This design comes from an exercise in tuning for small area on the open sky130 flow, not from production work. At most, simulation tests tie the RTL to the original design; equivalence was not proved. The RTL of run 4 was laid out without a check of its function. Power and IR drop assume default switching activity.

<file path="design.v">
`timescale 1ns/10ps
module  UART_RXer(
                 clk,
		           res,
                 RX,
                 data_out,
                 en_data_out
                  );
input            clk;
input            res;
input            RX;
output[7:0]      data_out;      
output           en_data_out;   
reg[7:0]         data_out;
reg[7:0]         state ;        
reg[12:0]        con;          
reg[3:0]         con_bits ;     
reg              RX_delay;     
reg              en_data_out;
always@(posedge clk or negedge res )
   if (~res )begin 
   state<=0; con<=0;con_bits<=0; RX_delay<=0;
   data_out<=0;en_data_out<=0;
   end
   else begin 
      RX_delay <=RX;
      case(state)
      0: 
        begin 
        if (con==4999)begin
            con<=0; 
            end 
        else begin 
            con<=con+1; 
            end 
        if(con==0) begin
           if (RX) begin 
               con_bits<=con_bits+1;
               end
            else begin 
               con_bits<=0;
               end
         if (con_bits==12)begin 
            state<=1;
            end 
        end
        end 
      1: 
        begin 
        en_data_out<=0;  
        if (~RX & RX_delay)begin 
            state<=2;
            end
        end
      2:  
        begin 
        if (con==7500-1)begin 
              con<=0;
              data_out[0]<=RX;
              state<=3;
              end
        else begin 
             con<=con+1;
             end
        end 
        3:  
        begin 
          if (con==5000-1)begin 
              con<=0;
              data_out[1]<=RX;
              state<=4;
              end
          else begin 
             con<=con+1;
             end
        end
       4:  
        begin 
          if (con==5000-1)begin 
              con<=0;
              data_out[2]<=RX;
              state<=5;
              end
          else begin 
             con<=con+1;
             end
        end
        5:  
        begin 
          if (con==5000-1)begin 
              con<=0;
              data_out[3]<=RX;
              state<=6;
              end
          else begin 
             con<=con+1;
             end
        end
        6:  
        begin 
          if (con==5000-1)begin 
              con<=0;
              data_out[4]<=RX;
              state<=7;
              end
          else begin 
             con<=con+1;
             end
        end
        7:  
        begin 
          if (con==5000-1)begin 
              con<=0;
              data_out[5]<=RX;
              state<=8;
              end
          else begin 
             con<=con+1;
             end
        end
        8:  
        begin 
          if (con==5000-1)begin 
              con<=0;
              data_out[6]<=RX;
              state<=9;
              end
          else begin 
             con<=con+1;
             end
        end
        9:  
        begin 
          if (con==5000-1)begin 
              con<=0;
              data_out[7]<=RX;
              state<=10;
              end
          else begin 
             con<=con+1;
             end
        end
        10: 
        begin
          en_data_out<=1;
          state<=1;
        end 
        default:
        begin 
           state<=0;
           con<=0;
           con_bits<=0;
           en_data_out<=0;
        end
        endcase
   end
endmodule
`timescale 1ns/10ps
module  UART_TXer(
                 clk,
		             res,           
                 data_in,
                 en_data_in,
                 TX,
                 rdy
                  );
input            clk;
input            res;
input[7:0]       data_in;      
input            en_data_in;   
output           rdy;          
output           TX;   
reg[3:0]         state ;        
reg[10:0]        send_buf;      
reg[12:0]        con;           
assign            TX=send_buf[0];  
reg[9:0]           send_flag;  
reg                rdy;
always@(posedge clk or negedge res )
   if (~res )begin 
   state<=0; send_buf<=11'h7ff;con<=0;  
  send_flag<= 10'b10_0000_0000;
   rdy<=0;
   end
   else begin 
      case(state)
      0: 
        begin 
        if (en_data_in)begin
            send_buf={1'b1,data_in,1'b0} ;
            con<=1;  
            send_flag<= 10'b10_0000_0000;
            rdy<=1;
            state<=1; 
            end 
        end 
      1: 
        begin 
            if (con==5000-1)begin 
                  con<=0;
                  end
            else begin 
                 con<=con+1;
                 end
            if (con==0)begin 
                send_buf[8:0]<=send_buf[9:1];
                send_flag[8:0]<=send_flag[9:1];
            end
            if (send_flag[0]) begin 
                rdy<=0;
                state<=0;
            end 
        end 
        endcase
   end
endmodule
`timescale 1ns/10ps
module  cmd_pro(
                 clk,
		         res,           
                 din_pro,
                 en_din_pro,
                 dout_pro,
                 en_dout_pro,
                 rdy
                  );
input            clk;
input            res;
input[7:0]       din_pro;     
input            en_din_pro;  
output[7:0]      dout_pro;    
output           en_dout_pro; 
output           rdy;         
reg              en_dout_pro;
reg[2:0]         state ;      
reg[7:0]         cmd_reg,A_reg,B_reg; 
reg[7:0]         dout_pro;
parameter        add_ab=8'h0a;
parameter        sub_ab=8'h0b;
parameter        and_ab=8'h0c;
parameter        or_ab =8'h0d;
always@(posedge clk or negedge res )
   if (~res )begin 
   state<=0; 
   cmd_reg<=0;A_reg<=0;B_reg<=0;dout_pro<=0;
   en_dout_pro<=0;
   end
   else begin 
      case(state)
      0: 
        begin 
        en_dout_pro<=0;
        if (en_din_pro)begin
            cmd_reg<=din_pro;
            state<=1; 
            end 
        end 
      1: 
        begin 
            if (en_din_pro)begin 
                   A_reg<=din_pro;
                   state<=2;
                  end
        end 
      2: 
        begin 
            if (en_din_pro)begin 
                   B_reg<=din_pro;
                   state<=3;
                  end
        end 
      3: 
        begin 
            state<=4;
            case(cmd_reg)
            add_ab:begin dout_pro<=A_reg+B_reg;  end
            sub_ab:begin dout_pro<=A_reg-B_reg;  end
            and_ab:begin dout_pro<=A_reg&B_reg;  end
            or_ab:begin  dout_pro<=A_reg|B_reg;  end
            endcase
        end 
        4: 
        begin 
            if (~rdy)begin 
                   en_dout_pro<=1;
                   state<=0;
                  end
        end 
        default:
        begin 
        state <=0;
        en_dout_pro<=0;
        end 
        endcase
   end
endmodule
`timescale 1ns/10ps
module UART_top(
                 clk,
                 res,
                 RX,
                 TX
);
 input           clk;
 input           res;
 input           RX;
 output          TX;
wire[7:0]        din_pro;
wire             en_din_pro;
wire[7:0]        dout_pro;
wire             en_dout_pro;
wire             rdy;
UART_RXer  UART_RXer(
                      .clk(clk),
                      .res(res),
                      .RX(RX),
                      .data_out(din_pro),
                      .en_data_out(en_din_pro)
                  ); 
UART_TXer  UART_TXer(
                      .clk(clk),
                      .res(res),
                      .data_in(dout_pro),
                      .en_data_in(en_dout_pro),
                      .TX(TX),
                      .rdy(rdy)
                  );
cmd_pro  cmd_pro(
                .clk(clk),
                .res(res),          
                .din_pro(din_pro),
                .en_din_pro(en_din_pro),
                .dout_pro(dout_pro),
                .en_dout_pro(en_dout_pro),
                .rdy(rdy)
                  );
endmodule
</file>
<file path="constraint.sdc">
create_clock -name core_clock -period 10.0 [get_ports {clk}]
set_input_delay 2.0000 -clock core_clock [delete_from_list [all_inputs] [get_ports {clk}]]
set_output_delay 2.0000 -clock core_clock [all_outputs]
set_load 0.01 [all_outputs]
</file>
<file path="config.mk">
export PLATFORM = sky130hd
export DESIGN_NAME = UART_top
export DESIGN_NICKNAME = UART_top
export VERILOG_FILES = /design/flow/design.v
export SDC_FILE = /design/flow/constraint.sdc
export NUM_CORES = 4
export LEC_CHECK = 0
export CAP_MARGIN = 20
export CORE_MARGIN = 2
export CORE_UTILIZATION = 40
export SLEW_MARGIN = 20
</file>
<file path="run.sh">
#!/bin/bash
# synth_recipe.tcl (not shown) runs the flow's synth.tcl, then flattens the netlist and writes it again
# the make line also repeats each setting of config.mk as NAME=value (left out here)
make -C /OpenROAD-flow-scripts/flow DESIGN_CONFIG=/design/flow/config.mk WORK_HOME=/design/flow/orfs CLKGATE_MAP_FILE= SYNTH_SCRIPT=/design/flow/synth_recipe.tcl finish
</file>
==> run_summary.xml, run 1 <==
<?xml version="1.0" encoding="UTF-8"?>
<metrics>
  <group name="status">
    <metric name="outcome" unit="">no timing/DRC/antenna violations</metric>
  </group>
  <group name="timing">
    <metric name="rsz0062_at_grt" unit="">false</metric>
    <metric name="fin_crit_period" unit="ns">3.45</metric>
    <metric name="final-hold-violation-count" unit="">0</metric>
    <metric name="max_clock_freq" unit="MHz">290</metric>
    <metric name="timing_max_transition_violations_final" unit="">0</metric>
    <metric name="max_slew_margin" unit="%">34.7</metric>
    <metric name="worst_pin_slew" unit="ns">0.978</metric>
    <metric name="finalSetupViolations" unit="">0</metric>
    <metric name="worst_hold_slack" unit="ns">0.453</metric>
    <metric name="final.setup.tns" unit="ns">0</metric>
    <metric name="finalClockSkew" unit="ns">0.00583</metric>
    <metric name="post-route-period-util" unit="%">34.5</metric>
    <metric name="layout_setup_ws" unit="ns">6.55</metric>
  </group>
  <group name="floorplan">
    <metric name="die_height" unit="um">119</metric>
    <metric name="core_region_area" unit="um^2">12700</metric>
    <metric name="die_area" unit="um^2">14100</metric>
    <metric name="fp.dieW" unit="um">119</metric>
    <metric name="floorplan.io_pins" unit="">4</metric>
    <metric name="placement_rows" unit="">41</metric>
    <metric name="starting_density" unit="%">41.3</metric>
  </group>
  <group name="placed_design">
    <metric name="post_dp_cell_area" unit="um^2">5420</metric>
    <metric name="hpwl" unit="um">6860</metric>
    <metric name="pre_cts_slack" unit="ns">6.17</metric>
    <metric name="gp_routability_congestion" unit="">0.819</metric>
    <metric name="port_buffers" unit="">3</metric>
  </group>
  <group name="drt">
    <metric name="route.detailed.drc" unit="">0</metric>
    <metric name="vias_per_cell" unit="">5.31</metric>
    <metric name="drt_wl_total" unit="um">9910</metric>
    <metric name="drtIter0Drc" unit="">264</metric>
    <metric name="ant_nets" unit="">0</metric>
    <metric name="first_pass_iters" unit="">5</metric>
    <metric name="detail_route.wl_per_cell" unit="um">13.8</metric>
    <metric name="via_count" unit="">3809</metric>
  </group>
  <group name="logic_synthesis">
    <metric name="ys_seq_elements" unit="">99</metric>
    <metric name="syn-num-nets" unit="">566</metric>
    <metric name="ys_async_sr_fraction" unit="%">100</metric>
    <metric name="ys_seq_area_share" unit="%">47.4</metric>
    <metric name="synth_cell_type_count" unit="">59</metric>
    <metric name="syn-cell-area" unit="um^2">5260</metric>
    <metric name="post_synth.cell_area_avg" unit="um^2">9.62</metric>
    <metric name="synth-edff-count" unit="">0</metric>
    <metric name="synth_cells" unit="">546</metric>
    <metric name="yosys_warnings" unit="">3</metric>
    <metric name="synthFlopType" unit="">sky130_fd_sc_hd__dfrtp_1</metric>
  </group>
  <group name="flow_run">
    <metric name="count_of_maximum_capacitance_violations" unit="">0</metric>
  </group>
  <group name="grt">
    <metric name="number_of_antenna_violations_at_the_first_check_in_global_routing" unit="">0</metric>
    <metric name="grt_pass1_vias" unit="">3549</metric>
    <metric name="overall_global_routing_resource_usage" unit="%">14.8</metric>
    <metric name="grt_first_pass_wirelength" unit="um">17200</metric>
    <metric name="largest_net_degree_at_the_start_of_global_routing" unit="">64</metric>
    <metric name="grt_remaining_overflow" unit="">0</metric>
  </group>
  <group name="cts">
    <metric name="holdBufCountCts" unit="">0</metric>
    <metric name="postCtsSetupRepairBufs" unit="">0</metric>
    <metric name="cts_resized" unit="">0</metric>
    <metric name="clk_pin_slew" unit="ns">0.07</metric>
    <metric name="clock_latency" unit="ns">0.35</metric>
    <metric name="cts.sinks" unit="">99</metric>
    <metric name="tritoncts_clock_tree" unit="">built</metric>
    <metric name="h-tree-depth" unit="">3</metric>
    <metric name="cts_buffers" unit="">9</metric>
    <metric name="cts_buffer_depth" unit="">2</metric>
    <metric name="ctsRootBufferMaster" unit="">sky130_fd_sc_hd__clkbuf_16</metric>
  </group>
  <group name="power">
    <metric name="vdd_ir_drop_max" unit="uV">107</metric>
    <metric name="fin_total_pwr" unit="uW">764</metric>
    <metric name="static_leakage" unit="nW">2.46</metric>
    <metric name="cell_area_power_density" unit="nW/um^2">133</metric>
  </group>
  <group name="cells_and_area">
    <metric name="antenna-diode-count" unit="">0</metric>
    <metric name="num-nets-final" unit="">561</metric>
    <metric name="top_flop_regs" unit="">UART_RXer.con: 13 flops, UART_TXer.con: 13 flops</metric>
    <metric name="final_cell_area" unit="um^2">5750</metric>
    <metric name="final_layout_size_suffix_gt1_share" unit="%">12.8</metric>
    <metric name="syn2layout_area_growth" unit="%">9.40</metric>
  </group>
  <group name="worst_setup_path">
    <metric name="cp.required" unit="ns">10.23</metric>
    <metric name="worst-path-max-fanout" unit="">11</metric>
    <metric name="worstSetupStartpointType" unit="">input port</metric>
    <metric name="r2r.worst_path.cells" unit="">10</metric>
    <metric name="criticalPathCategory" unit="">input port to flip-flop</metric>
    <metric name="timing.rr.end" unit="">cmd_pro.dout_pro[7]$_DFFE_PN0P_</metric>
    <metric name="critical_path.reg2reg.startpoint" unit="">cmd_pro.cmd_reg[5]$_DFFE_PN0P_</metric>
    <metric name="worst-r2r-setup-slack" unit="ns">6.83</metric>
    <metric name="timing.critical_path.to_type" unit="">flip-flop</metric>
    <metric name="worstPathArrival" unit="ns">3.68</metric>
  </group>
  <group name="hold_path">
    <metric name="worst_hold_path.num_cells" unit="">1</metric>
    <metric name="min_from" unit="">UART_TXer.send_flag[0]$_DFFE_PN0P_</metric>
    <metric name="hold-path-endpoint" unit="">UART_TXer.state[0]$_DFFE_PN0P_</metric>
    <metric name="min_delay_path_class" unit="">flip-flop to flip-flop</metric>
  </group>
</metrics>
per-stage QoR:
step,utilization (%),instances
floorplan,-,546
global placement,42.6,701
detailed placement,42.6,701
CTS,45.0,717
global route,45.2,718
finish,45.2,718
critical path: stages:
cell and delay (ns):
sky130_fd_sc_hd__clkdlybuf4s50_1 0.56, sky130_fd_sc_hd__nand2b_1 0.22, sky130_fd_sc_hd__a32o_1 0.30, sky130_fd_sc_hd__nor3b_2 0.25, sky130_fd_sc_hd__mux2_1 0.34
cells in the final DEF, fill, tap and decap left out, types with 8 or more instances in the layout:
| cell type | synthesis | final |
|---|---|---|
| sky130_fd_sc_hd__a21oi_1 | 37 | 37 |
| sky130_fd_sc_hd__and3_1 | 11 | 11 |
| sky130_fd_sc_hd__clkbuf_16 | 0 | 9 |
| sky130_fd_sc_hd__dfrtp_1 | 90 | 90 |
| sky130_fd_sc_hd__dfstp_2 | 9 | 9 |
| sky130_fd_sc_hd__ha_1 | 16 | 16 |
| sky130_fd_sc_hd__inv_1 | 16 | 16 |
| sky130_fd_sc_hd__mux2_2 | 29 | 29 |
| sky130_fd_sc_hd__mux2i_1 | 8 | 8 |
| sky130_fd_sc_hd__nand2_1 | 65 | 65 |
| sky130_fd_sc_hd__nand2b_1 | 16 | 16 |
| sky130_fd_sc_hd__nand3_1 | 13 | 13 |
| sky130_fd_sc_hd__nor2_1 | 32 | 32 |
| sky130_fd_sc_hd__nor2b_1 | 10 | 10 |
| sky130_fd_sc_hd__nor3_1 | 11 | 10 |
| sky130_fd_sc_hd__nor4_1 | 8 | 8 |
| sky130_fd_sc_hd__o21ai_0 | 58 | 57 |
| sky130_fd_sc_hd__o22ai_1 | 12 | 12 |
| sky130_fd_sc_hd__xnor2_1 | 8 | 8 |
| sky130_fd_sc_hd__xor2_1 | 11 | 11 |
worst max-delay path by stage:
stage,from,endpoint,slack (ns),depth (start not counted)
2_1_floorplan,RX,UART_RXer.state[0]$_DFFE_PN0P_,6.76,5
3_3_place_gp,RX,UART_RXer.state[0]$_DFFE_PN0P_,6.26,5
3_5_place_dp,RX,UART_RXer.state[0]$_DFFE_PN0P_,6.17,5
4_1_cts,RX,UART_RXer.state[0]$_DFFE_PN0P_,6.55,5
5_1_grt,RX,UART_RXer.state[0]$_DFFE_PN0P_,6.48,5
6_report,RX,UART_RXer.state[0]$_DFFE_PN0P_,6.55,5
cell type report:
class	instances	area [um^2]
repair buffers	7	65.1
clock buffers	12	256
clock inverters	4	48.8
well taps	172	215
fillers	1259	6970
flip-flops and latches	99	2490
inverters	16	60.1
multi-input cells	408	2620
synthesized netlist by cell type (all sizes together), types with 3 or more instances:
library cell   n  share of area [%]
a21o           7                1.0
nand4          5               0.60
dfstp          9                4.5
o22ai         12                1.4
nand2b        16                1.9
nor3b          5               0.81
or3            3               0.38
mux2i          8                1.5
inv           16                1.1
nor2b         10                1.2
o31ai          6               0.86
a22o           3               0.50
xnor2          8                1.3
and3          12                1.5
dfrtp         90                 43
o21ai         59                5.6
buf            3               0.40
nor3          11                1.0
mux2          30                6.4
nand3         13                1.2
ha            16                3.8
clkbuf        20                1.4
a21oi         37                3.5
o21a           4               0.57
nor4           8               0.95
nand2         65                4.6
nor2          33                2.4
xor2          11                1.8
power breakdown:
group	internal, mW	switching (mW)	total [mW]	leakage [nW]
clock network	0.207	0.143	0.350	0.153
logic	0.00189	0.00824	0.0101	0.995
registers	0.402	0.00157	0.404	1.31
total	0.611	0.153	0.764	2.46
kinds of logic (layout without fill, tap and decap cells):
logic type / after synthesis / in the layout / synth area share (%)
adder cells (fa/ha/maj): 17 / 17 / 4.19
multiplexers: 38 / 38 / 7.95
AND/OR/NAND/NOR: 191 / 191 / 18.2
buffers and inverters: 39 / 39 / 2.98
AO/OA/AOI/OAI: 143 / 143 / 16.2
flip-flops: 99 / 99 / 47.4
XOR/XNOR: 19 / 19 / 3.17
routing by layer:
metal	wire, um	up-vias	global-route usage [%]	share of wire [%]
li1	-	1930	-	-
met1	5060	1833	20.5	51
met2	4420	33	22.3	45
met3	266	13	4.05	2.7
met4	162	0	5.21	1.6
met5	0	-	0	0
==> inputs of run 2 (changes only) <==
==> design.v (replaced) <==
`timescale 1ns/10ps
module UART_top(
    input  clk,
    input  res,
    input  RX,
    output TX
);
localparam [12:0] K5000 = 13'd4999;
localparam [12:0] K7500 = 13'd7499;
localparam [12:0] K7499 = 13'd7498;
reg  [4:0]  rs;
reg  [12:0] rc;
reg         rxd;
wire        rtc   = (rc == 13'd0);
wire        init  = (rs == 5'h1f);
wire        idle  = rs[4];
wire        recv  = ~rs[4] & rs[3];
wire        waitst = ~rs[4] & ~rs[3] & ~rs[1];
wire        samp  = recv & rtc;
wire        last  = samp & (rs[2:0] == 3'd7);
wire [3:0]  cb    = init ? 4'd0 : rs[3:0];
always @(posedge clk or negedge res)
  if (~res) rs <= 5'h1f;
  else if (idle) begin
    if (init | rtc) rs <= (cb == 4'd12) ? 5'd1 : (RX ? {1'b1, cb + 4'd1} : 5'h10);
  end else if (waitst) begin
    if (~RX & rxd) rs <= 5'd8;
  end else if (recv) begin
    if (rtc) rs <= (rs[2:0] == 3'd7) ? 5'd2 : rs + 5'd1;
  end else
    rs <= 5'd0;
always @(posedge clk) begin
  rxd <= RX;
  if ((idle & init) | (rtc & (idle | recv))) rc <= K5000;
  else if (waitst & ~RX & rxd) rc <= rs[0] ? K7499 : K7500;
  else rc <= rc - 13'd1;
end
reg [1:0] bc;           
reg       o0, o2, v;    
reg       c;            
reg [7:0] R;            
wire sub = o0 & ~o2;
wire a   = R[0];
wire bb  = RX ^ sub;
wire f   = o2 ? (o0 ? (a | RX) : (a & RX)) : (a ^ bb ^ c);
wire co  = (a & bb) | (a & c) | (bb & c);
reg  [3:0]  t;          
reg  [12:0] tcnt;
wire ttc    = (tcnt == 13'd0);
wire active = t[3] | (t == 4'd7);
wire rot    = t[3] & ttc;
always @(posedge clk or negedge res)
  if (~res) bc <= 2'd0;
  else if (last) bc <= (bc == 2'd2) ? 2'd0 : bc + 2'd1;
always @(posedge clk) begin
  if (samp & (bc == 2'd0)) begin
    case (rs[2:0])
      3'd0: begin o0 <= RX; v <= 1'b1; end
      3'd1: o2 <= RX;
      3'd2: begin v <= v & (RX ^ o2); o2 <= RX; end
      3'd3: v <= v & RX;
      default: v <= v & ~RX;
    endcase
  end
  if (samp & (bc == 2'd1)) c <= sub;
  else if (samp & (bc == 2'd2) & v) c <= co;
end
always @(posedge clk or negedge res)
  if (~res) R <= 8'd0;
  else if (rot) R <= {R[0], R[7:1]};
  else if (samp & v & (bc == 2'd1)) R <= {RX, R[7:1]};
  else if (samp & v & (bc == 2'd2)) R <= {f, R[7:1]};
always @(posedge clk or negedge res)
  if (~res) t <= 4'd0;
  else if (last & (bc == 2'd2)) t <= 4'd2;
  else if ((t != 4'd0 & ~active) | (active & ttc)) t <= t + 4'd1;
always @(posedge clk)
  if (~active | ttc) tcnt <= K5000;
  else tcnt <= tcnt - 13'd1;
assign TX = t[3] ? R[0] : (t != 4'd7);
endmodule
==> run 2 against run 1 <==
Largest cell class unchanged. Hold slack got worse by 0.032 ns. Via count fell by 48%. Total power is 43% lower. Clock power is 66% lower. Area after synthesis fell by 48%. Critical path depth up 3. Fmax down 9.4%. Register-to-register slack improved by 0.83 ns. Still clean on timing, DRC and antenna. Synthesized cell count decreased by 46%. Core utilization fell by 1.5 points. Highest routed layer unchanged. Wire length shrank 48%.
==> run_summary.xml, run 2 <==
<?xml version="1.0" encoding="UTF-8"?>
<metrics>
  <group name="placed_design">
    <metric name="port_buffers" unit="">3</metric>
    <metric name="hpwl" unit="um">3750</metric>
    <metric name="post-place-cells" unit="">370</metric>
    <metric name="gp_routability_congestion" unit="">0.784</metric>
    <metric name="post_dp_cell_area" unit="um^2">2840</metric>
  </group>
  <group name="worst_setup_path">
    <metric name="critical_path_depth" unit="">8</metric>
    <metric name="crit_slowest_cell" unit="">sky130_fd_sc_hd__clkdlybuf4s50_1</metric>
    <metric name="cp.required" unit="ns">10.25</metric>
    <metric name="worstPathArrival" unit="ns">4.05</metric>
    <metric name="cp_cell_sequence" unit="">clkdlybuf4s50_1 &gt; xnor2_1 &gt; fa_1 &gt; nand2b_1 &gt; a22o_1 &gt; nand2_1 &gt; a211o_1 &gt; a21oi_1</metric>
    <metric name="timing.critical_path.to_type" unit="">flip-flop</metric>
    <metric name="worstSetupStartpointType" unit="">input port</metric>
    <metric name="critPathBufInv" unit="">1</metric>
    <metric name="critPathMaxStageDelay" unit="ns">0.79</metric>
    <metric name="criticalPathCategory" unit="">input port to flip-flop</metric>
    <metric name="worst-path-max-fanout" unit="">15</metric>
    <metric name="critical_path.top_delay_family" unit="">buffers and inverters</metric>
    <metric name="r2r.worst_path.cells" unit="">10</metric>
  </group>
  <group name="logic_synthesis">
    <metric name="synthFlopType" unit="">sky130_fd_sc_hd__dfxtp_1</metric>
    <metric name="synth_cell_type_count" unit="">54</metric>
    <metric name="post_synthesis_share_of_cell_area_spent_on_and_or_nand_and_nor_gates" unit="%">23.9</metric>
    <metric name="post-synth-top-area-fraction" unit="%">19.8</metric>
    <metric name="ys_async_sr_fraction" unit="%">38.0</metric>
    <metric name="ys_seq_area_share" unit="%">41.9</metric>
    <metric name="synth_cells" unit="">293</metric>
    <metric name="synth_fa_ha_area_share" unit="%">7.61</metric>
    <metric name="synth_compound_area_share" unit="%">12.9</metric>
    <metric name="largest_family_of_logic_cells_by_synthesized_area" unit="">simple AND/OR/NAND/NOR gates</metric>
    <metric name="ys_seq_elements" unit="">50</metric>
    <metric name="yosys_warnings" unit="">1</metric>
    <metric name="synth-xor-area-share" unit="%">7.38</metric>
    <metric name="yosys_top_cell_by_area" unit="">sky130_fd_sc_hd__dfxtp_1</metric>
    <metric name="syn-cell-area" unit="um^2">2730</metric>
    <metric name="yosys.cell_count.top_type" unit="">sky130_fd_sc_hd__nor2_1</metric>
    <metric name="post_synth.cell_area_avg" unit="um^2">9.31</metric>
    <metric name="synth-edff-count" unit="">4</metric>
    <metric name="muxShareOfSynthArea" unit="%">3.71</metric>
    <metric name="ys_top_cells_by_area" unit="">sky130_fd_sc_hd__dfxtp_1, sky130_fd_sc_hd__dfrtp_1, sky130_fd_sc_hd__ha_1</metric>
    <metric name="syn-num-nets" unit="">312</metric>
    <metric name="synthTopCellsByCount" unit="">sky130_fd_sc_hd__nor2_1, sky130_fd_sc_hd__dfxtp_1, sky130_fd_sc_hd__nand2_1</metric>
  </group>
  <group name="floorplan">
    <metric name="die_height" unit="um">86.6</metric>
    <metric name="fp.dieW" unit="um">86.6</metric>
    <metric name="core_region_area" unit="um^2">6680</metric>
    <metric name="placement_rows" unit="">30</metric>
    <metric name="die_area" unit="um^2">7500</metric>
    <metric name="floorplan.io_pins" unit="">4</metric>
    <metric name="starting_density" unit="%">40.8</metric>
  </group>
  <group name="grt">
    <metric name="number_of_antenna_violations_at_the_first_check_in_global_routing" unit="">0</metric>
    <metric name="overall_global_routing_resource_usage" unit="%">15.3</metric>
    <metric name="largest_net_degree_at_the_start_of_global_routing" unit="">20</metric>
    <metric name="grt_first_pass_wirelength" unit="um">9180</metric>
    <metric name="grt_pass1_vias" unit="">1928</metric>
    <metric name="grt_remaining_overflow" unit="">0</metric>
  </group>
  <group name="cts">
    <metric name="tritoncts_clock_tree" unit="">built</metric>
    <metric name="cts_buffer_depth" unit="">2</metric>
    <metric name="postCtsSetupRepairBufs" unit="">0</metric>
    <metric name="h-tree-depth" unit="">2</metric>
    <metric name="clock_latency" unit="ns">0.31</metric>
    <metric name="holdBufCountCts" unit="">0</metric>
    <metric name="cts.sinks" unit="">50</metric>
    <metric name="clk_pin_slew" unit="ns">0.10</metric>
    <metric name="cts_buffers" unit="">5</metric>
    <metric name="ctsRootBufferMaster" unit="">sky130_fd_sc_hd__clkbuf_8</metric>
    <metric name="cts_resized" unit="">0</metric>
  </group>
  <group name="cells_and_area">
    <metric name="commonest_non_fill_non_tap_cell_in_the_layout" unit="">sky130_fd_sc_hd__nor2_1</metric>
    <metric name="top_flop_regs" unit="">rc: 13 flops, tcnt: 13 flops, R: 8 flops</metric>
    <metric name="syn2layout_area_growth" unit="%">7.06</metric>
    <metric name="antenna-diode-count" unit="">0</metric>
    <metric name="num-nets-final" unit="">316</metric>
    <metric name="nFillCells" unit="">663</metric>
    <metric name="final_layout_size_suffix_gt1_share" unit="%">7.38</metric>
    <metric name="instances_no_fill" unit="">378</metric>
    <metric name="final_cell_area" unit="um^2">2920</metric>
    <metric name="mostFrequentLayoutCells" unit="">sky130_fd_sc_hd__nor2_1, sky130_fd_sc_hd__nand2_1, sky130_fd_sc_hd__dfxtp_1, sky130_fd_sc_hd__a21oi_1, sky130_fd_sc_hd__ha_1</metric>
  </group>
  <group name="hold_path">
    <metric name="worst_hold_path.num_cells" unit="">1</metric>
    <metric name="min_delay_path_class" unit="">flip-flop to flip-flop</metric>
  </group>
  <group name="drt">
    <metric name="drt_wl_total" unit="um">5110</metric>
    <metric name="ant_nets" unit="">0</metric>
    <metric name="drtIter0Drc" unit="">94</metric>
    <metric name="first_pass_iters" unit="">4</metric>
    <metric name="vias_per_cell" unit="">5.27</metric>
    <metric name="via_count" unit="">1993</metric>
    <metric name="detail_route.wl_per_cell" unit="um">13.5</metric>
    <metric name="route.detailed.drc" unit="">0</metric>
  </group>
  <group name="timing">
    <metric name="final-hold-violation-count" unit="">0</metric>
    <metric name="finalClockSkew" unit="ns">0.0126</metric>
    <metric name="final.setup.tns" unit="ns">0</metric>
    <metric name="post-route-period-util" unit="%">38.1</metric>
    <metric name="max_clock_freq" unit="MHz">263</metric>
    <metric name="max_slew_margin" unit="%">38.8</metric>
    <metric name="timing_max_transition_violations_final" unit="">0</metric>
    <metric name="fin_crit_period" unit="ns">3.81</metric>
    <metric name="worst_hold_slack" unit="ns">0.421</metric>
    <metric name="worst_pin_slew" unit="ns">0.910</metric>
    <metric name="rsz0062_at_grt" unit="">false</metric>
    <metric name="finalSetupViolations" unit="">0</metric>
  </group>
  <group name="power">
    <metric name="static_leakage" unit="nW">1.17</metric>
    <metric name="vdd_ir_drop_max" unit="uV">69.4</metric>
    <metric name="cell_area_power_density" unit="nW/um^2">149</metric>
    <metric name="fin_total_pwr" unit="uW">435</metric>
  </group>
  <group name="status">
    <metric name="outcome" unit="">no timing/DRC/antenna violations</metric>
  </group>
  <group name="flow_run">
    <metric name="count_of_maximum_capacitance_violations" unit="">0</metric>
  </group>
</metrics>
-- run 2: cell types whose count changed after synthesis, moves of 8 or more --
cell | before | now
sky130_fd_sc_hd__a21oi_1 | 37 | 15
sky130_fd_sc_hd__mux2_2 | 29 | 2
sky130_fd_sc_hd__dfxtp_1 | 0 | 27
sky130_fd_sc_hd__dfrtp_1 | 90 | 14
sky130_fd_sc_hd__clkbuf_1 | 20 | 5
sky130_fd_sc_hd__and3_1 | 11 | 3
sky130_fd_sc_hd__nand2_1 | 65 | 27
sky130_fd_sc_hd__mux2i_1 | 8 | 0
sky130_fd_sc_hd__o22ai_1 | 12 | 3
sky130_fd_sc_hd__nand3_1 | 13 | 4
sky130_fd_sc_hd__o21ai_0 | 58 | 11
-- run 2: layout make-up --
type	count	area [um^2]	area share [%]
sequential	50	1140	39.1
multi-input combinational	224	1510	51.8
clock buffer	6	72.6	2.48
tap	80	100	3.43
inverter	13	48.8	1.67
timing repair buffer	3	30.0	1.03
clock inverter	2	13.8	0.471
-- run 2: routing by layer --
metal	share of wire [%]	GRT usage [%]	up-vias	wire length, um
met4	1.2	4.69	0	59
met2	45	24.1	10	2280
met1	52	21.1	933	2670
met5	0	0	-	0
met3	1.9	3.43	7	97
li1	-	-	1043	-
-- run 2: worst register-to-register path: stages, from the launching register on --
cell	delay, ns
sky130_fd_sc_hd__dfstp_2	0.63
sky130_fd_sc_hd__ha_1	0.21
sky130_fd_sc_hd__and3_1	0.17
sky130_fd_sc_hd__ha_1	0.29
sky130_fd_sc_hd__nor2_1	0.10
sky130_fd_sc_hd__inv_1	0.09
sky130_fd_sc_hd__ha_1	0.17
sky130_fd_sc_hd__nand4b_1	0.19
sky130_fd_sc_hd__nand3_1	0.15
sky130_fd_sc_hd__o22ai_1	0.09
sky130_fd_sc_hd__a21o_1	0.18
-- run 2: path summary, 6_finish.rpt --
path | start | slack, ns | to
max | RX | 6.19 | R[7]$_DFFE_PN0P_
min | tcnt[0]$_SDFF_PP1_ | 0.42 | tcnt[0]$_SDFF_PP1_
max reg2reg | rs[1]$_DFFE_PN1P_ | 7.66 | rs[2]$_DFFE_PN1P_
min reg2reg | tcnt[0]$_SDFF_PP1_ | 0.42 | tcnt[0]$_SDFF_PP1_
max in group asynchronous | res | 7.26 | bc[0]$_DFFE_PN0P_
min in group asynchronous | res | 2.18 | R[2]$_DFFE_PN0P_
-- run 2: kinds of logic (layout without fill, tap and decap cells) --
family | count (synthesis) | after routing
compound gates | 54 | 54
buf+inv | 19 | 24
xor+xnor | 23 | 23
simple gates | 122 | 122
fa+ha+maj | 16 | 16
flops | 50 | 50
mux | 9 | 9
-- run 2: where the power goes --
group | leakage [nW] | total [mW] | switching (mW) | internal, mW
Clock | 0.0417 | 0.119 | 0.0697 | 0.0497
Combinational | 0.629 | 0.0735 | 0.0425 | 0.0311
Sequential | 0.498 | 0.242 | 0.0194 | 0.222
Total | 1.17 | 0.435 | 0.132 | 0.303
-- run 2: per-stage QoR --
stage	utilization, %	setup WS (ns)
floorplan	-	6.48
global placement	42.4	5.89
detailed placement	42.4	5.87
CTS	43.7	6.19
global route	43.7	6.00
finish	43.7	6.19
==> inputs of run 3 (changes only) <==
--- a/design.v
+++ b/design.v
@@ -6,22 +6,29 @@
     output TX
 );
-localparam [12:0] K5000 = 13'd4999;
-localparam [12:0] K7500 = 13'd7499;
-localparam [12:0] K7499 = 13'd7498;
+localparam [12:0] T_RX   = 13'b1111111111111;
+localparam [12:0] K5000  = 13'b0100001011111;
+localparam [12:0] K7500  = 13'b0000110011100;
+localparam [12:0] K7499  = 13'b0001100111000;
+localparam [12:0] T_TX   = 13'b1111111111111;
+localparam [12:0] KT5000 = 13'b0100001011111;
+function [12:0] step(input [12:0] x);
+  step = {x[11:0], x[12] ^ x[3] ^ x[2] ^ x[0]};
+endfunction
 reg  [4:0]  rs;
 reg  [12:0] rc;
 reg         rxd;
-wire        rtc   = (rc == 13'd0);
-wire        init  = (rs == 5'h1f);
-wire        idle  = rs[4];
-wire        recv  = ~rs[4] & rs[3];
-wire        waitst = ~rs[4] & ~rs[3] & ~rs[1];
-wire        samp  = recv & rtc;
-wire        last  = samp & (rs[2:0] == 3'd7);
-wire [3:0]  cb    = init ? 4'd0 : rs[3:0];
+wire        rtc    = (rc == T_RX);
+wire        init   = (rs == 5'd0);
+wire        idle   = rs[4];
+wire        recv   = ~rs[4] & rs[3];
+wire        waitst = ~rs[4] & ~rs[3] & rs[0];
+wire        det    = waitst & ~RX & rxd;
+wire        samp   = recv & rtc;
+wire        last   = samp & (rs[2:0] == 3'd7);
 always @(posedge clk or negedge res)
-  if (~res) rs <= 5'h1f;
+  if (~res) rs <= 5'd0;
+  else if (init) rs <= {4'b1000, RX};
   else if (idle) begin
-    if (init | rtc) rs <= (cb == 4'd12) ? 5'd1 : (RX ? {1'b1, cb + 4'd1} : 5'h10);
+    if (rtc) rs <= (rs[3:0] == 4'd12) ? 5'd1 : (RX ? rs + 5'd1 : 5'h10);
   end else if (waitst) begin
     if (~RX & rxd) rs <= 5'd8;
@@ -29,10 +36,10 @@
     if (rtc) rs <= (rs[2:0] == 3'd7) ? 5'd2 : rs + 5'd1;
   end else
-    rs <= 5'd0;
+    rs <= 5'd3;
 always @(posedge clk) begin
   rxd <= RX;
-  if ((idle & init) | (rtc & (idle | recv))) rc <= K5000;
-  else if (waitst & ~RX & rxd) rc <= rs[0] ? K7499 : K7500;
-  else rc <= rc - 13'd1;
+  if (init | (rtc & (idle | recv))) rc <= K5000;
+  else if (det) rc <= rs[1] ? K7500 : K7499;
+  else rc <= step(rc);
 end
 reg [1:0] bc;           
@@ -47,5 +54,5 @@
 reg  [3:0]  t;          
 reg  [12:0] tcnt;
-wire ttc    = (tcnt == 13'd0);
+wire ttc    = (tcnt == T_TX);
 wire active = t[3] | (t == 4'd7);
 wire rot    = t[3] & ttc;
@@ -76,6 +83,6 @@
   else if ((t != 4'd0 & ~active) | (active & ttc)) t <= t + 4'd1;
 always @(posedge clk)
-  if (~active | ttc) tcnt <= K5000;
-  else tcnt <= tcnt - 13'd1;
+  if (~active | ttc) tcnt <= KT5000;
+  else tcnt <= step(tcnt);
 assign TX = t[3] ? R[0] : (t != 4'd7);
 endmodule
==> run 3 against run 2 <==
Register-to-register slack better by 0.30 ns. Clock power up 5%. Clock-buffer cell count down 1. Critical path type is now flip-flop to output pin.
==> run_summary.xml, run 3 <==
<?xml version="1.0" encoding="UTF-8"?>
<metrics>
  <group name="logic_synthesis">
    <metric name="synthTopCellsByCount" unit="">sky130_fd_sc_hd__dfxtp_1, sky130_fd_sc_hd__nand2_1, sky130_fd_sc_hd__dfrtp_1</metric>
    <metric name="synth_cells" unit="">235</metric>
    <metric name="yosys.cell_count.top_type" unit="">sky130_fd_sc_hd__dfxtp_1</metric>
    <metric name="ys_seq_elements" unit="">50</metric>
    <metric name="synth-edff-count" unit="">4</metric>
    <metric name="ys_async_sr_fraction" unit="%">38.0</metric>
    <metric name="syn-cell-area" unit="um^2">2360</metric>
    <metric name="post_synthesis_share_of_cell_area_spent_on_and_or_nand_and_nor_gates" unit="%">23.4</metric>
    <metric name="syn-num-nets" unit="">246</metric>
    <metric name="ys_top_cells_by_area" unit="">sky130_fd_sc_hd__dfxtp_1, sky130_fd_sc_hd__dfrtp_1, sky130_fd_sc_hd__mux2_2</metric>
    <metric name="synth-xor-area-share" unit="%">3.34</metric>
    <metric name="yosys_warnings" unit="">1</metric>
    <metric name="post_synth.cell_area_avg" unit="um^2">10.0</metric>
    <metric name="synth_cell_type_count" unit="">49</metric>
    <metric name="post-synth-top-area-fraction" unit="%">22.9</metric>
    <metric name="synth_compound_area_share" unit="%">11.8</metric>
    <metric name="synth_fa_ha_area_share" unit="%">4.99</metric>
    <metric name="muxShareOfSynthArea" unit="%">5.68</metric>
    <metric name="synthFlopType" unit="">sky130_fd_sc_hd__dfxtp_1</metric>
    <metric name="ys_seq_area_share" unit="%">48.2</metric>
    <metric name="largest_family_of_logic_cells_by_synthesized_area" unit="">simple AND/OR/NAND/NOR gates</metric>
    <metric name="yosys_top_cell_by_area" unit="">sky130_fd_sc_hd__dfxtp_1</metric>
  </group>
  <group name="cells_and_area">
    <metric name="num-nets-final" unit="">251</metric>
    <metric name="top_flop_regs" unit="">rc: 13 flops, tcnt: 13 flops, R: 8 flops</metric>
    <metric name="nFillCells" unit="">556</metric>
    <metric name="final_cell_area" unit="um^2">2550</metric>
    <metric name="post-route-util" unit="%">45.5</metric>
    <metric name="final_layout_size_suffix_gt1_share" unit="%">11.6</metric>
    <metric name="commonest_non_fill_non_tap_cell_in_the_layout" unit="">sky130_fd_sc_hd__dfxtp_1</metric>
    <metric name="antenna-diode-count" unit="">0</metric>
    <metric name="mostFrequentLayoutCells" unit="">sky130_fd_sc_hd__dfxtp_1, sky130_fd_sc_hd__nand2_1, sky130_fd_sc_hd__dfrtp_1, sky130_fd_sc_hd__nor2_1, sky130_fd_sc_hd__mux2_2</metric>
    <metric name="syn2layout_area_growth" unit="%">8.28</metric>
  </group>
  <group name="worst_setup_path">
    <metric name="cp.required" unit="ns">8.00</metric>
    <metric name="cp_launch_point" unit="">t[1]$_DFFE_PN0P_</metric>
    <metric name="critPathMaxStageDelay" unit="ns">0.55</metric>
    <metric name="timing.critical_path.to_type" unit="">output pin</metric>
    <metric name="cp_cell_sequence" unit="">ha_1 &gt; nand2_1 &gt; nor2_1 &gt; a21oi_1 &gt; clkdlybuf4s50_1</metric>
    <metric name="worst-path-max-fanout" unit="">4</metric>
    <metric name="crit_slowest_cell" unit="">sky130_fd_sc_hd__clkdlybuf4s50_1</metric>
    <metric name="worstSetupStartpointType" unit="">flip-flop</metric>
    <metric name="criticalPathCategory" unit="">flip-flop to output pin</metric>
    <metric name="crit_path_end" unit="">TX</metric>
    <metric name="timing.rr.end" unit="">rs[3]$_DFFE_PN0P_</metric>
    <metric name="critical_path.reg2reg.startpoint" unit="">rs[0]$_DFFE_PN0P_</metric>
    <metric name="r2r.worst_path.cells" unit="">7</metric>
    <metric name="worstPathArrival" unit="ns">1.78</metric>
    <metric name="worst-r2r-setup-slack" unit="ns">7.96</metric>
  </group>
  <group name="drt">
    <metric name="vias_per_cell" unit="">5.26</metric>
    <metric name="first_pass_iters" unit="">4</metric>
    <metric name="drt_wl_total" unit="um">4120</metric>
    <metric name="ant_nets" unit="">0</metric>
    <metric name="drtIter0Drc" unit="">63</metric>
    <metric name="detail_route.wl_per_cell" unit="um">13.1</metric>
    <metric name="route.detailed.drc" unit="">0</metric>
    <metric name="via_count" unit="">1647</metric>
  </group>
  <group name="grt">
    <metric name="grt.met3_usage" unit="%">4.78</metric>
    <metric name="overall_global_routing_resource_usage" unit="%">14.9</metric>
    <metric name="global_route.usage.met2" unit="%">23.1</metric>
    <metric name="grt_remaining_overflow" unit="">0</metric>
    <metric name="grt_util_met1" unit="%">20.0</metric>
    <metric name="largest_net_degree_at_the_start_of_global_routing" unit="">20</metric>
    <metric name="grt_first_pass_wirelength" unit="um">7530</metric>
    <metric name="grt_pass1_vias" unit="">1605</metric>
    <metric name="grt-busiest-layer" unit="">met2</metric>
    <metric name="number_of_antenna_violations_at_the_first_check_in_global_routing" unit="">0</metric>
  </group>
  <group name="timing">
    <metric name="finalClockSkew" unit="ns">0.00900</metric>
    <metric name="fin_crit_period" unit="ns">3.78</metric>
    <metric name="timing_max_transition_violations_final" unit="">0</metric>
    <metric name="post-route-period-util" unit="%">37.8</metric>
    <metric name="final.setup.tns" unit="ns">0</metric>
    <metric name="max_slew_margin" unit="%">41.0</metric>
    <metric name="layout_setup_ws" unit="ns">6.22</metric>
    <metric name="final-hold-violation-count" unit="">0</metric>
    <metric name="worst_pin_slew" unit="ns">0.882</metric>
    <metric name="rsz0062_at_grt" unit="">false</metric>
    <metric name="max_clock_freq" unit="MHz">265</metric>
    <metric name="finalSetupViolations" unit="">0</metric>
  </group>
  <group name="cts">
    <metric name="postCtsSetupRepairBufs" unit="">0</metric>
    <metric name="clock_latency" unit="ns">0.31</metric>
    <metric name="ctsRootBufferMaster" unit="">sky130_fd_sc_hd__clkbuf_8</metric>
    <metric name="cts_resized" unit="">0</metric>
    <metric name="tritoncts_clock_tree" unit="">built</metric>
    <metric name="cts_buffers" unit="">5</metric>
    <metric name="cts.sinks" unit="">50</metric>
    <metric name="holdBufCountCts" unit="">0</metric>
    <metric name="clk_pin_slew" unit="ns">0.10</metric>
    <metric name="h-tree-depth" unit="">2</metric>
    <metric name="cts_buffer_depth" unit="">2</metric>
  </group>
  <group name="power">
    <metric name="cell_area_power_density" unit="nW/um^2">130</metric>
    <metric name="power.clock.fraction" unit="%">37.7</metric>
    <metric name="vdd_ir_drop_max" unit="uV">67.4</metric>
    <metric name="power.switching" unit="uW">76.6</metric>
    <metric name="fin_total_pwr" unit="uW">333</metric>
    <metric name="power_report.internal_total" unit="uW">256</metric>
    <metric name="power.share.combinational" unit="%">1.4</metric>
    <metric name="power_frac_seq" unit="%">60.9</metric>
    <metric name="static_leakage" unit="nW">1.17</metric>
    <metric name="swShare" unit="%">23.0</metric>
  </group>
  <group name="floorplan">
    <metric name="die_height" unit="um">80.8</metric>
    <metric name="core_region_area" unit="um^2">5610</metric>
    <metric name="floorplan.io_pins" unit="">4</metric>
    <metric name="placement_rows" unit="">27</metric>
    <metric name="die_area" unit="um^2">6520</metric>
    <metric name="fp.dieW" unit="um">80.8</metric>
    <metric name="starting_density" unit="%">42.0</metric>
  </group>
  <group name="placed_design">
    <metric name="gp_routability_congestion" unit="">0.821</metric>
    <metric name="post_dp_cell_area" unit="um^2">2450</metric>
    <metric name="hpwl" unit="um">2960</metric>
    <metric name="pre_cts_slack" unit="ns">5.92</metric>
    <metric name="port_buffers" unit="">3</metric>
  </group>
  <group name="hold_path">
    <metric name="min_delay_path_class" unit="">flip-flop to flip-flop</metric>
    <metric name="min_from" unit="">tcnt[5]$_SDFF_PP0_</metric>
  </group>
  <group name="flow_run">
    <metric name="count_of_maximum_capacitance_violations" unit="">0</metric>
  </group>
  <group name="status">
    <metric name="outcome" unit="">no timing/DRC/antenna violations</metric>
  </group>
</metrics>
## run 3: cell types whose count changed in the layout (fill, tap and decap cells not counted), moves of 7 or more
cell                      before  now
sky130_fd_sc_hd__o21ai_0      11    3
sky130_fd_sc_hd__and2_1        0    8
sky130_fd_sc_hd__mux2_2        2   11
sky130_fd_sc_hd__nor2_1       33   17
sky130_fd_sc_hd__mux2_1        7    0
sky130_fd_sc_hd__xnor2_1      13    5
sky130_fd_sc_hd__ha_1         15    7
## run 3: layout make-up
class                           instances  area [um^2]  share of cell area (%)
Inverter                               10         37.5                    1.47
Clock inverter                          3         28.8                    1.13
Multi-Input combinational cell        170         1160                    45.5
Tap cell                               72         90.1                    3.53
Sequential cell                        50         1140                    44.5
Timing Repair Buffer                    3         30.0                    1.18
Clock buffer                            5         68.8                    2.70
## run 3: per-stage QoR
step	hold WS, ns	instances
2_1_floorplan	0.416	235
3_3_place_gp	0.433	305
3_5_place_dp	0.432	305
4_1_cts	0.460	313
5_1_grt	0.479	313
6_report	0.454	313
## run 3: cell families (layout without fill, tap and decap cells)
| kind of cell | Yosys count | after routing |
|---|---|---|
| fa+ha+maj | 9 | 9 |
| simple gates | 100 | 100 |
| buf+inv | 15 | 21 |
| compound gates | 40 | 40 |
| mux | 12 | 12 |
| xor+xnor | 9 | 9 |
| flops | 50 | 50 |
## run 3: worst min path at each step
stage,end,slack (ns),cells after the start
floorplan,tcnt[2]$_SDFF_PP1_,0.42,1
CTS,tcnt[6]$_SDFF_PP1_,0.46,1
finish,tcnt[6]$_SDFF_PP1_,0.45,1
global route,tcnt[11]$_SDFF_PP1_,0.48,1
detailed placement,tcnt[11]$_SDFF_PP1_,0.43,1
global placement,tcnt[6]$_SDFF_PP1_,0.43,1
## run 3: critical path, delay by kind of cell, from the launching register on
| kind | cells | cell delay (ns) |
|---|---|---|
| AND/OR/NAND/NOR | 2 | 0.11 |
| buffers and inverters | 1 | 0.55 |
| AO/OA/AOI/OAI | 1 | 0.14 |
| adder cells (fa/ha/maj) | 1 | 0.23 |
| flip-flops | 1 | 0.43 |
## run 3: power groups by stage
stage               logic [mW]  registers (mW)  clock network [mW]
floorplan              0.00189           0.207                   0
global placement       0.00478           0.207                   0
detailed placement     0.00486           0.207                   0
CTS                    0.00487           0.203               0.130
global route           0.00550           0.203               0.141
finish                 0.00463           0.203               0.125
## run 3: routing by layer
layer	wire length [um]	vias up
met4	51	0
met1	2120	782
met5	0	-
met2	1800	16
met3	139	6
li1	-	843
==> inputs of run 4 (changes only) <==
==> design.v (replaced) <==
`timescale 1ns/10ps
module UART_top(
    input  clk,
    input  res,
    input  RX,
    output TX
);
localparam [12:0] T_RX   = 13'b1000100010000;
localparam [12:0] K5000  = 13'b1000010110000;
localparam [12:0] T_TX   = 13'b1000100010000;
localparam [12:0] KT5000 = 13'b1000010110000;
function [12:0] step(input [12:0] x);
  step = {x[11:0], x[12] ^ x[9] ^ x[7] ^ x[4]};
endfunction
localparam [12:0] P = 13'b1010101010101;
reg  [5:0]  s;
reg  [12:0] rcq;          
reg         rxd;
wire [12:0] rc    = rcq ^ P;
wire        idle  = s[5];
wire        init  = s[5] & s[4];
wire [1:0]  bc    = s[4:3];
wire [2:0]  bi    = s[2:0];
wire        rtc   = (rc == T_RX);
wire        wt    = ~idle & (rc == 13'd0);
wire        det   = wt & ~RX & rxd;
wire        first = (bc == 2'd3);
wire        samp  = ~idle & rtc;
wire        last  = samp & (bi == 3'd7);
wire        leave = idle & rtc & (s[3:0] == 4'd12);
wire        clr   = last | leave;
always @(posedge clk or negedge res)
  if (~res) s <= 6'b110000;
  else if (init) s <= {5'b10000, RX};
  else if (idle) begin
    if (rtc) s <= leave ? 6'b011000 : (RX ? {2'b10, s[3:0] + 4'd1} : 6'b100000);
  end else if (det & first) s <= 6'b000000;
  else if (samp) begin
    if (bi == 3'd7) s <= {1'b0, (bc == 2'd2) ? 2'd0 : bc + 2'd1, 3'd0};
    else s <= s + 6'd1;
  end
wire [12:0] rs = step(rc);
always @(posedge clk) begin
  rxd <= RX & ~last;
  if (init | (rtc & ~clr)) rcq <= K5000 ^ P;
  else rcq <= {rs[12:10], rs[9] & ~clr, rs[8:6], rs[5] & ~clr, rs[4],
               rs[3] | (det & first), rs[2] | (det & ~first), rs[1:0]} ^ P;
end
reg       o0, o2, v;    
reg       c;            
reg [7:0] R;            
wire sub = o0 & ~o2;
wire a   = R[0];
wire bb  = RX ^ sub;
wire f   = o2 ? (o0 ? (a | RX) : (a & RX)) : (a ^ bb ^ c);
wire co  = (a & bb) | (a & c) | (bb & c);
reg  [3:0]  t;          
reg  [12:0] tq;           
wire [12:0] tcnt = tq ^ P;
wire ttc    = (tcnt == T_TX);
wire active = t[3] | (t == 4'd7);
wire rot    = t[3] & ttc;
always @(posedge clk) begin
  if (samp & (bc == 2'd0)) begin
    case (bi)
      3'd0: begin o0 <= RX; v <= 1'b1; end
      3'd1: o2 <= RX;
      3'd2: begin v <= v & (RX ^ o2); o2 <= RX; end
      3'd3: v <= v & RX;
      default: v <= v & ~RX;
    endcase
  end
  if (samp & (bc == 2'd1)) c <= sub;
  else if (samp & (bc == 2'd2) & v) c <= co;
end
always @(posedge clk or negedge res)
  if (~res) R <= 8'd0;
  else if (rot) R <= {R[0], R[7:1]};
  else if (samp & v & (bc == 2'd1)) R <= {RX, R[7:1]};
  else if (samp & v & (bc == 2'd2)) R <= {f, R[7:1]};
always @(posedge clk or negedge res)
  if (~res) t <= 4'd0;
  else if (last & (bc == 2'd2)) t <= 4'd2;
  else if ((t != 4'd0 & ~active) | (active & ttc)) t <= t + 4'd1;
always @(posedge clk)
  if (~active | ttc) tq <= KT5000 ^ P;
  else tq <= step(tcnt) ^ P;
assign TX = t[3] ? R[0] : (t != 4'd7);
endmodule
--- a/config.mk
+++ b/config.mk
@@ -9,3 +9,6 @@
 export CORE_MARGIN = 2
 export CORE_UTILIZATION = 40
+export CTS_BUF_LIST = sky130_fd_sc_hd__clkbuf_4 sky130_fd_sc_hd__clkbuf_8
+export CTS_CLUSTER_DIAMETER = 300
+export CTS_CLUSTER_SIZE = 60
 export SLEW_MARGIN = 20
==> run 4 against run 3 <==
First-iteration DRC count fell by 11%. Clock power hardly changed. Via count up 6.9%. Clock-buffer cell count grew 1. Wire length up 14%. Sequential power is 2% lower. Fmax is 7.6% lower.
==> run_summary.xml, run 4 <==
<?xml version="1.0" encoding="UTF-8"?>
<metrics>
  <group name="worst_setup_path">
    <metric name="critPathBufInv" unit="">1</metric>
    <metric name="criticalPathCategory" unit="">input port to flip-flop</metric>
    <metric name="worstPathArrival" unit="ns">4.32</metric>
    <metric name="timing.rr.end" unit="">R[2]$_DFFE_PN0P_</metric>
    <metric name="r2r.worst_path.cells" unit="">4</metric>
    <metric name="critical_path_depth" unit="">7</metric>
    <metric name="timing.critical_path.to_type" unit="">flip-flop</metric>
    <metric name="worstSetupStartpointType" unit="">input port</metric>
    <metric name="critical_path.top_delay_family" unit="">buffers and inverters</metric>
    <metric name="crit_slowest_cell" unit="">sky130_fd_sc_hd__clkdlybuf4s50_1</metric>
    <metric name="critPathMaxStageDelay" unit="ns">0.71</metric>
    <metric name="worst-path-max-fanout" unit="">15</metric>
    <metric name="cp.required" unit="ns">10.23</metric>
    <metric name="worst-r2r-setup-slack" unit="ns">7.62</metric>
    <metric name="critical_path.reg2reg.startpoint" unit="">rcq[7]$_SDFF_PP1_</metric>
    <metric name="cp_cell_sequence" unit="">clkdlybuf4s50_1 &gt; xnor2_1 &gt; fa_1 &gt; nor2_1 &gt; a211oi_1 &gt; or4_1 &gt; a31oi_1</metric>
  </group>
  <group name="cells_and_area">
    <metric name="antenna-diode-count" unit="">0</metric>
    <metric name="nFillCells" unit="">569</metric>
    <metric name="multi_input_comb_area" unit="um^2">1210</metric>
    <metric name="post-route-util" unit="%">44.2</metric>
    <metric name="final_cell_area" unit="um^2">2580</metric>
    <metric name="final_layout_size_suffix_gt1_share" unit="%">8.66</metric>
    <metric name="num-nets-final" unit="">265</metric>
    <metric name="top_flop_regs" unit="">rcq: 13 flops, tq: 13 flops, R: 8 flops</metric>
    <metric name="instances_no_fill" unit="">329</metric>
    <metric name="mostFrequentLayoutCells" unit="">sky130_fd_sc_hd__dfxtp_1, sky130_fd_sc_hd__nand2_1, sky130_fd_sc_hd__nor2_1, sky130_fd_sc_hd__o21ai_0, sky130_fd_sc_hd__dfrtp_1</metric>
    <metric name="final-seq-area" unit="um^2">1110</metric>
    <metric name="syn2layout_area_growth" unit="%">7.66</metric>
    <metric name="commonest_non_fill_non_tap_cell_in_the_layout" unit="">sky130_fd_sc_hd__dfxtp_1</metric>
  </group>
  <group name="placed_design">
    <metric name="post_dp_cell_area" unit="um^2">2490</metric>
    <metric name="pre_cts_slack" unit="ns">5.63</metric>
    <metric name="post-place-cells" unit="">321</metric>
    <metric name="gp_routability_congestion" unit="">0.758</metric>
    <metric name="hpwl" unit="um">3290</metric>
    <metric name="port_buffers" unit="">3</metric>
  </group>
  <group name="floorplan">
    <metric name="die_area" unit="um^2">6640</metric>
    <metric name="placement_rows" unit="">28</metric>
    <metric name="starting_density" unit="%">41.0</metric>
    <metric name="core_region_area" unit="um^2">5850</metric>
    <metric name="fp.dieW" unit="um">81.5</metric>
    <metric name="floorplan.io_pins" unit="">4</metric>
    <metric name="die_height" unit="um">81.5</metric>
  </group>
  <group name="timing">
    <metric name="final-hold-violation-count" unit="">0</metric>
    <metric name="worst_pin_slew" unit="ns">0.977</metric>
    <metric name="layout_setup_ws" unit="ns">5.91</metric>
    <metric name="post-route-period-util" unit="%">40.9</metric>
    <metric name="worst_hold_slack" unit="ns">0.392</metric>
    <metric name="max_clock_freq" unit="MHz">245</metric>
    <metric name="final.setup.tns" unit="ns">0</metric>
    <metric name="finalClockSkew" unit="ns">0.00732</metric>
    <metric name="timing_max_transition_violations_final" unit="">0</metric>
    <metric name="fin_crit_period" unit="ns">4.09</metric>
    <metric name="max_slew_margin" unit="%">34.6</metric>
    <metric name="rsz0062_at_grt" unit="">false</metric>
    <metric name="finalSetupViolations" unit="">0</metric>
  </group>
  <group name="hold_path">
    <metric name="hold-path-endpoint" unit="">rcq[7]$_SDFF_PP1_</metric>
    <metric name="min_from" unit="">rcq[6]$_SDFF_PP1_</metric>
    <metric name="worst_hold_path.num_cells" unit="">1</metric>
    <metric name="min_delay_path_class" unit="">flip-flop to flip-flop</metric>
  </group>
  <group name="cts">
    <metric name="clk_pin_slew" unit="ns">0.09</metric>
    <metric name="cts_buffers" unit="">5</metric>
    <metric name="clock_latency" unit="ns">0.31</metric>
    <metric name="tritoncts_clock_tree" unit="">built</metric>
    <metric name="ctsRootBufferMaster" unit="">sky130_fd_sc_hd__clkbuf_8</metric>
    <metric name="h-tree-depth" unit="">2</metric>
    <metric name="cts.sinks" unit="">49</metric>
    <metric name="cts_resized" unit="">0</metric>
    <metric name="holdBufCountCts" unit="">0</metric>
    <metric name="postCtsSetupRepairBufs" unit="">0</metric>
    <metric name="cts_buffer_depth" unit="">2</metric>
  </group>
  <group name="drt">
    <metric name="first_pass_iters" unit="">5</metric>
    <metric name="detail_route.wl_per_cell" unit="um">14.3</metric>
    <metric name="drtIter0Drc" unit="">56</metric>
    <metric name="route.detailed.drc" unit="">0</metric>
    <metric name="drt_wl_total" unit="um">4700</metric>
    <metric name="vias_per_cell" unit="">5.35</metric>
    <metric name="via_count" unit="">1761</metric>
    <metric name="ant_nets" unit="">0</metric>
  </group>
  <group name="power">
    <metric name="cell_area_power_density" unit="nW/um^2">128</metric>
    <metric name="fin_total_pwr" unit="uW">331</metric>
    <metric name="static_leakage" unit="nW">1.02</metric>
    <metric name="vdd_ir_drop_max" unit="uV">73.3</metric>
  </group>
  <group name="logic_synthesis">
    <metric name="post_synth.cell_area_avg" unit="um^2">9.53</metric>
    <metric name="ys_top_cells_by_area" unit="">sky130_fd_sc_hd__dfxtp_1, sky130_fd_sc_hd__dfrtp_1, sky130_fd_sc_hd__edfxtp_1</metric>
    <metric name="ys_seq_area_share" unit="%">46.4</metric>
    <metric name="ys_seq_elements" unit="">49</metric>
    <metric name="yosys_top_cell_by_area" unit="">sky130_fd_sc_hd__dfxtp_1</metric>
    <metric name="synthFlopType" unit="">sky130_fd_sc_hd__dfxtp_1</metric>
    <metric name="synth_cells" unit="">252</metric>
    <metric name="yosys_warnings" unit="">1</metric>
    <metric name="yosys.cell_count.top_type" unit="">sky130_fd_sc_hd__dfxtp_1</metric>
    <metric name="syn-cell-area" unit="um^2">2400</metric>
    <metric name="ys_async_sr_fraction" unit="%">36.7</metric>
    <metric name="syn-num-nets" unit="">264</metric>
    <metric name="synth-edff-count" unit="">4</metric>
    <metric name="synth_cell_type_count" unit="">50</metric>
    <metric name="post-synth-top-area-fraction" unit="%">22.5</metric>
    <metric name="synthTopCellsByCount" unit="">sky130_fd_sc_hd__dfxtp_1, sky130_fd_sc_hd__nand2_1, sky130_fd_sc_hd__nor2_1</metric>
  </group>
  <group name="grt">
    <metric name="grt_remaining_overflow" unit="">0</metric>
    <metric name="largest_net_degree_at_the_start_of_global_routing" unit="">19</metric>
    <metric name="number_of_antenna_violations_at_the_first_check_in_global_routing" unit="">0</metric>
    <metric name="grt_first_pass_wirelength" unit="um">7880</metric>
    <metric name="grt_pass1_vias" unit="">1648</metric>
    <metric name="overall_global_routing_resource_usage" unit="%">15.6</metric>
  </group>
  <group name="flow_run">
    <metric name="count_of_maximum_capacitance_violations" unit="">0</metric>
  </group>
  <group name="status">
    <metric name="outcome" unit="">no timing/DRC/antenna violations</metric>
  </group>
</metrics>
run 4: cell types whose count changed after synthesis, sizes merged, moves of 4 or more:
cell,delta
a21o,-6
and3,-5
o21ai,+15
and2,-6
a21oi,+6
clkbuf,+5
nand3,-4
nand2,+4
or3,-4
run 4: worst reg2reg max path, stage by stage (launching register included):
cell                      delay, ns
sky130_fd_sc_hd__dfxtp_1       0.36
sky130_fd_sc_hd__nor4b_4       0.37
sky130_fd_sc_hd__nand4_1       0.60
sky130_fd_sc_hd__o21ai_2       0.55
sky130_fd_sc_hd__mux2_2        0.38
run 4: final cells by class:
cell class	instances	area share, %
Clock buffer	6	3.19
Clock inverter	2	0.532
Inverter	11	1.60
Multi-Input combinational cell	183	46.8
Sequential cell	49	43.1
Tap cell	75	3.63
Timing Repair Buffer	3	1.16
run 4: where the power goes:
| part | internal, mW | leakage, nW | switching, mW |
|---|---|---|---|
| Sequential | 0.199 | 0.487 | 0.000466 |
| Clock | 0.0562 | 0.0512 | 0.0682 |
| Combinational | 0.00250 | 0.478 | 0.00448 |
run 4: routing by layer:
layer  part of all wire [%]  vias up  GRT usage [%]
met5                      0        -              0
met4                    1.5        0           5.08
met3                    2.8        8           3.30
met2                     47       21           26.3
met1                     49      832           20.0
li1                       -      900              -
run 4: kinds of logic (layout without fill, tap and decap cells):
group           Yosys count  count (layout)  synth area share, %
flops                    49              49                 46.4
mux                      12              12                 5.42
fa+ha+maj                10              10                 5.42
compound gates           53              53                 13.2
buf+inv                  20              22                 3.23
xor+xnor                  9               9                 3.28
simple gates             99              99                 23.0
run 4: worst max-delay path by stage:
stage | from | end | slack [ns]
2_1_floorplan | RX | R[7]$_DFFE_PN0P_ | 6.31
3_3_place_gp | RX | R[7]$_DFFE_PN0P_ | 5.66
3_5_place_dp | RX | R[7]$_DFFE_PN0P_ | 5.63
4_1_cts | RX | R[7]$_DFFE_PN0P_ | 5.91
5_1_grt | RX | R[7]$_DFFE_PN0P_ | 5.74
6_report | RX | R[7]$_DFFE_PN0P_ | 5.91

-- re-timing with driven ports --
The results above use ideal ports. As a check the final layouts listed here were re-extracted and re-timed, cells and wires unchanged.
Step 1, drivers: a clkbuf_16 drives clk and a buf_2 each remaining input, both assumed.
Step 2, shift: input delay + t, output delay - t, t = (earliest + latest rising clock arrival at the registers) / 2. This alone moves slack from input paths to output paths.
Slacks: no drivers / after step 1 / after step 2; pairs: no drivers / after step 1.
run	t, ns	setup WS [ns]	worst setup path at the end
run 1	0.384	6.553 / 6.567 / 6.190	input to register
run 2	0.331	6.193 / 6.173 / 5.867	input to register
run 3	0.337	6.224 / 6.196 / 5.924	input to register
run 4	0.333	5.913 / 5.920 / 5.588	input to register
After both steps every run listed still meets setup and hold. The setup slack of run 1, which loses most, moves by +0.014 ns with the drivers and by -0.363 ns with both steps.
